Background: an optimization exercise with open tools, aiming at small area, a short achievable clock period and few clock cycles per item. Do not read the settings as production practice. Function was checked by simulation only, so behaviour that the tests miss may differ from the original. Power and IR drop assume default switching activity.

// multiply_32
module multiply_32 #(parameter N=32) (clk, reset, enable, multiplier, multiplicand, ready, product_upper, product_lower);
   input clk;
   input reset;
   input enable;
   input [N-1:0] multiplier;
   input [N-1:0] multiplicand;
   output reg ready;
   output [N-1:0] product_upper;
   output [N-1:0] product_lower;
   wire [31:0] a = multiplicand;
   wire [31:0] b = multiplier;
   wire pp_0_0 = ~(b[0] & a[0]);
   wire pp_0_1 = ~(b[0] & a[1]);
   wire pp_0_2 = ~(b[0] & a[2]);
   wire pp_0_3 = ~(b[0] & a[3]);
   wire pp_0_4 = ~(b[0] & a[4]);
   wire pp_0_5 = ~(b[0] & a[5]);
   wire pp_0_6 = ~(b[0] & a[6]);
   wire pp_0_7 = ~(b[0] & a[7]);
   wire pp_0_8 = ~(b[0] & a[8]);
   wire pp_0_9 = ~(b[0] & a[9]);
   wire pp_0_10 = ~(b[0] & a[10]);
   wire pp_0_11 = ~(b[0] & a[11]);
   wire pp_0_12 = ~(b[0] & a[12]);
   wire pp_0_13 = ~(b[0] & a[13]);
   wire pp_0_14 = ~(b[0] & a[14]);
   wire pp_0_15 = ~(b[0] & a[15]);
   wire pp_0_16 = ~(b[0] & a[16]);
   wire pp_0_17 = ~(b[0] & a[17]);
   wire pp_0_18 = ~(b[0] & a[18]);
   wire pp_0_19 = ~(b[0] & a[19]);
   wire pp_0_20 = ~(b[0] & a[20]);
   wire pp_0_21 = ~(b[0] & a[21]);
   wire pp_0_22 = ~(b[0] & a[22]);
   wire pp_0_23 = ~(b[0] & a[23]);
   wire pp_0_24 = ~(b[0] & a[24]);
   wire pp_0_25 = ~(b[0] & a[25]);
   wire pp_0_26 = ~(b[0] & a[26]);
   wire pp_0_27 = ~(b[0] & a[27]);
   wire pp_0_28 = ~(b[0] & a[28]);
   wire pp_0_29 = ~(b[0] & a[29]);
   wire pp_0_30 = ~(b[0] & a[30]);
   wire pp_0_31 = ~(b[0] & a[31]);
   wire pp_1_0 = ~(b[1] & a[0]);
  ...
Settings: LEC_CHECK=0, CAP_MARGIN=20, CORE_MARGIN=2, CORE_UTILIZATION=60, CTS_BUF_LIST=sky130_fd_sc_hd__clkbuf_4 sky130_fd_sc_hd__clkbuf_8, PLACE_DENSITY=0.7, SLEW_MARGIN=20, SYNTH_HIERARCHICAL=1, SYNTH_MINIMUM_KEEP_SIZE=0; clock period 14.0 ns.
standard.sh (not shown) runs the stock make flow with config.mk's settings and CLKGATE_MAP_FILE= SYNTH_SCRIPT=/design/flow/synth_recipe.tcl, a recipe that flattens the netlist after the stock synthesis.
==> flow/flow/run.sh <==
#!/bin/bash
set -e
export BUFFER_PORTS_ARGS="-buffer_cell sky130_fd_sc_hd__buf_2"
export SKIP_BUFFER_REMOVAL=1
export SETUP_SLACK_MARGIN=7.3
bash standard.sh > standard.log 2>&1
Testbench counts at the start, summed over its fixed seeds: cycles 2,400, items 2,400.
==> next run, changes <==
==> flow/flow/run.sh (replaced) <==
#!/bin/bash
set -e
export BUFFER_PORTS_ARGS="-buffer_cell sky130_fd_sc_hd__buf_2"
export SKIP_BUFFER_REMOVAL=1
export SETUP_SLACK_MARGIN=7.5
bash standard.sh > standard.log 2>&1
- CORE_UTILIZATION: 60 -> 70
- PLACE_DENSITY: 0.7 -> 0.8
After rerunning: Clock skew does not change. Power is higher by 3.4%. Combinational power climbs by 3.7%. Wire length grows by 7.7%. Maximum frequency came out higher by 1.4%. Setup slack gets better by 0.090 ns. Hold slack improves by 0.0037 ns. Via count went up by 5.4%.
==> next run, changes <==
==> flow/flow/run.sh (replaced) <==
#!/bin/bash
set -e
export DONT_BUFFER_PORTS=1
export PRE_GLOBAL_PLACE_TCL=$PWD/flow/io_buffers.tcl
bash standard.sh > standard.log 2>&1
==> flow/flow/io_buffers.tcl (new file) <==
buffer_ports -inputs -buffer_cell sky130_fd_sc_hd__buf_6
buffer_ports -outputs -buffer_cell sky130_fd_sc_hd__buf_2
- CORE_UTILIZATION: 70 -> 40
- CTS_BUF_LIST: sky130_fd_sc_hd__clkbuf_4 sky130_fd_sc_hd__clkbuf_8 -> unset
- PLACE_DENSITY: 0.8 -> unset
Effect: The new run produced a clean layout; area after synthesis does not change; worst hold slack gains 0.067 ns; global-route usage drops by 19 points; cell count climbs by a little under a tenth; count of clock-buffer cells in the layout climbs by 2; first-iteration DRC count drops by well over a third; synthesized cell count does not change.
==> next run, changes <==
==> flow/flow/run.sh (replaced) <==
#!/bin/bash
set -e
export BUFFER_PORTS_ARGS="-buffer_cell sky130_fd_sc_hd__buf_2"
export SKIP_BUFFER_REMOVAL=1
export SETUP_SLACK_MARGIN=7.8
bash standard.sh > standard.log 2>&1
- CORE_UTILIZATION: 40 -> 60
- CTS_BUF_LIST: unset -> sky130_fd_sc_hd__clkbuf_8 sky130_fd_sc_hd__clkbuf_16
- PLACE_DENSITY: unset -> 0.7
removed: flow/flow/io_buffers.tcl
Outcome:
- clock power rises by about 1%
- critical path depth rises by 2
- synthesized area stays the same
- final area rises by 17%
- global-route usage rises by 21 points
- cell count falls by 2.6%
- clock skew stays the same
- fmax rises by 8.4%
- first-iteration DRC count rises by 80%
- routed wire length rises by 20%
- synthesized cell count does not change
==> next run, changes <==
==> flow/flow/run.sh (replaced) <==
#!/bin/bash
set -e
export BUFFER_PORTS_ARGS="-buffer_cell sky130_fd_sc_hd__buf_2"
export SKIP_BUFFER_REMOVAL=1
export SETUP_SLACK_MARGIN=7.5
bash standard.sh > standard.log 2>&1
- CTS_BUF_LIST: sky130_fd_sc_hd__clkbuf_8 sky130_fd_sc_hd__clkbuf_16 -> sky130_fd_sc_hd__clkbuf_4 sky130_fd_sc_hd__clkbuf_8
- GPL_TIMING_DRIVEN: unset -> 0
The new run finished clean.
Area after synthesis is unchanged.
Cell area shrinks by 4.5%.
Global-route usage shrinks by 3.6 points.
Worst setup slack degrades by 0.068 ns.

Starting RTL as in the previous note.
export LEC_CHECK = 0
export CAP_MARGIN = 0
export CORE_MARGIN = 2
export CORE_UTILIZATION = 60
export CTS_BUF_LIST = sky130_fd_sc_hd__clkbuf_4 sky130_fd_sc_hd__clkbuf_8
export PLACE_DENSITY = 0.7
export SLEW_MARGIN = 0
export SYNTH_HIERARCHICAL = 1
export SYNTH_MINIMUM_KEEP_SIZE = 0
create_clock -name core_clock -period 14.0 [get_ports {clk}]
==> flow/flow/run.sh <==
#!/bin/bash
set -e
export BUFFER_PORTS_ARGS="-buffer_cell sky130_fd_sc_hd__buf_2"
export SKIP_BUFFER_REMOVAL=1
export SETUP_SLACK_MARGIN=7.5
bash standard.sh > standard.log 2>&1
Testbench counts at the start, summed over its fixed seeds: cycles 2,400, items 2,400.
==> next run, changes <==
==> flow/flow/run.sh (replaced) <==
#!/bin/bash
set -e
export BUFFER_PORTS_ARGS="-buffer_cell sky130_fd_sc_hd__buf_2"
export SKIP_BUFFER_REMOVAL=1
export SETUP_SLACK_MARGIN=8.5
bash standard.sh > standard.log 2>&1
- CAP_MARGIN: 0 -> 20
- CORE_UTILIZATION: 60 -> 40
- CTS_BUF_LIST: sky130_fd_sc_hd__clkbuf_4 sky130_fd_sc_hd__clkbuf_8 -> unset
- PLACE_DENSITY: 0.7 -> unset
- SLEW_MARGIN: 0 -> 20
Worst setup slack got worse by 0.052 ns.
Power rises by about 35%.
Sequential power barely changes.
==> next run, changes <==
==> flow/flow/run.sh (replaced) <==
#!/bin/bash
set -e
export BUFFER_PORTS_ARGS="-buffer_cell sky130_fd_sc_hd__buf_2"
export SKIP_BUFFER_REMOVAL=1
export SETUP_SLACK_MARGIN=7.5
bash standard.sh > standard.log 2>&1
- CORE_UTILIZATION: 40 -> 50
- CTS_BUF_LIST: unset -> sky130_fd_sc_hd__clkbuf_4 sky130_fd_sc_hd__clkbuf_8
- PLACE_DENSITY: unset -> 0.65
Result: The new run passed the timing, design-rule and antenna checks. Maximum frequency is lower by about 0.44%. Wire length fell by 32%. Cell area drops by 27%. Clock-buffer cell count rose by 1. Hold slack gains 0.012 ns.

==> port drivers added, routing unchanged <==
The results above use ideal ports. As a check the final layouts listed here were re-extracted and re-timed, cells and wires unchanged.
Step 1, drivers: a clkbuf_16 drives clk and a buf_2 each remaining input, both assumed.
Step 2, shift: input delay + t, output delay - t, t = (earliest + latest rising clock arrival at the registers) / 2. This alone moves slack from input paths to output paths.
Slacks: ideal / step 1 / step 2; pairs: ideal / step 1.
run	t (ns)	slack for setup (ns)	hold slack, ns	slew at the worst register clock pin (ns)	slew violations	capacitance violations
the first run of note 1	0.605	7.307 / 7.328 / 6.723	0.484 / 0.484 / 0.484	0.10 / 0.10	0 / 0	0 / 0
the second run of note 1	0.613	7.398 / 7.288 / 6.675	0.488 / 0.488 / 0.488	0.12 / 0.12	0 / 0	0 / 0
the third run of note 1	0.502	6.992 / 6.768 / 6.267	0.555 / 0.555 / 0.555	0.07 / 0.07	0 / 124	0 / 1
the fourth run of note 1	0.561	7.535 / 7.381 / 6.820	0.485 / 0.485 / 0.485	0.07 / 0.07	0 / 0	0 / 0
the fifth run of note 1	0.610	7.467 / 7.458 / 6.886	0.484 / 0.484 / 0.484	0.10 / 0.10	0 / 0	0 / 0
the first run of note 2	0.619	7.477 / 7.475 / 6.856	0.482 / 0.482 / 0.482	0.10 / 0.10	0 / 0	0 / 0
the second run of note 2	0.522	7.425 / 7.290 / 6.768	0.480 / 0.480 / 0.480	0.08 / 0.08	0 / 0	0 / 0
the third run of note 2	0.627	7.396 / 7.385 / 6.758	0.491 / 0.491 / 0.491	0.11 / 0.11	0 / 0	0 / 0
After both steps setup and hold are still met in every run listed. The drivers bring new slew violations in the third run of note 1. The drivers bring new capacitance violations in the third run of note 1. The setup slack of the third run of note 1, which loses most, moves by -0.224 ns with the drivers and by -0.725 ns with both steps.
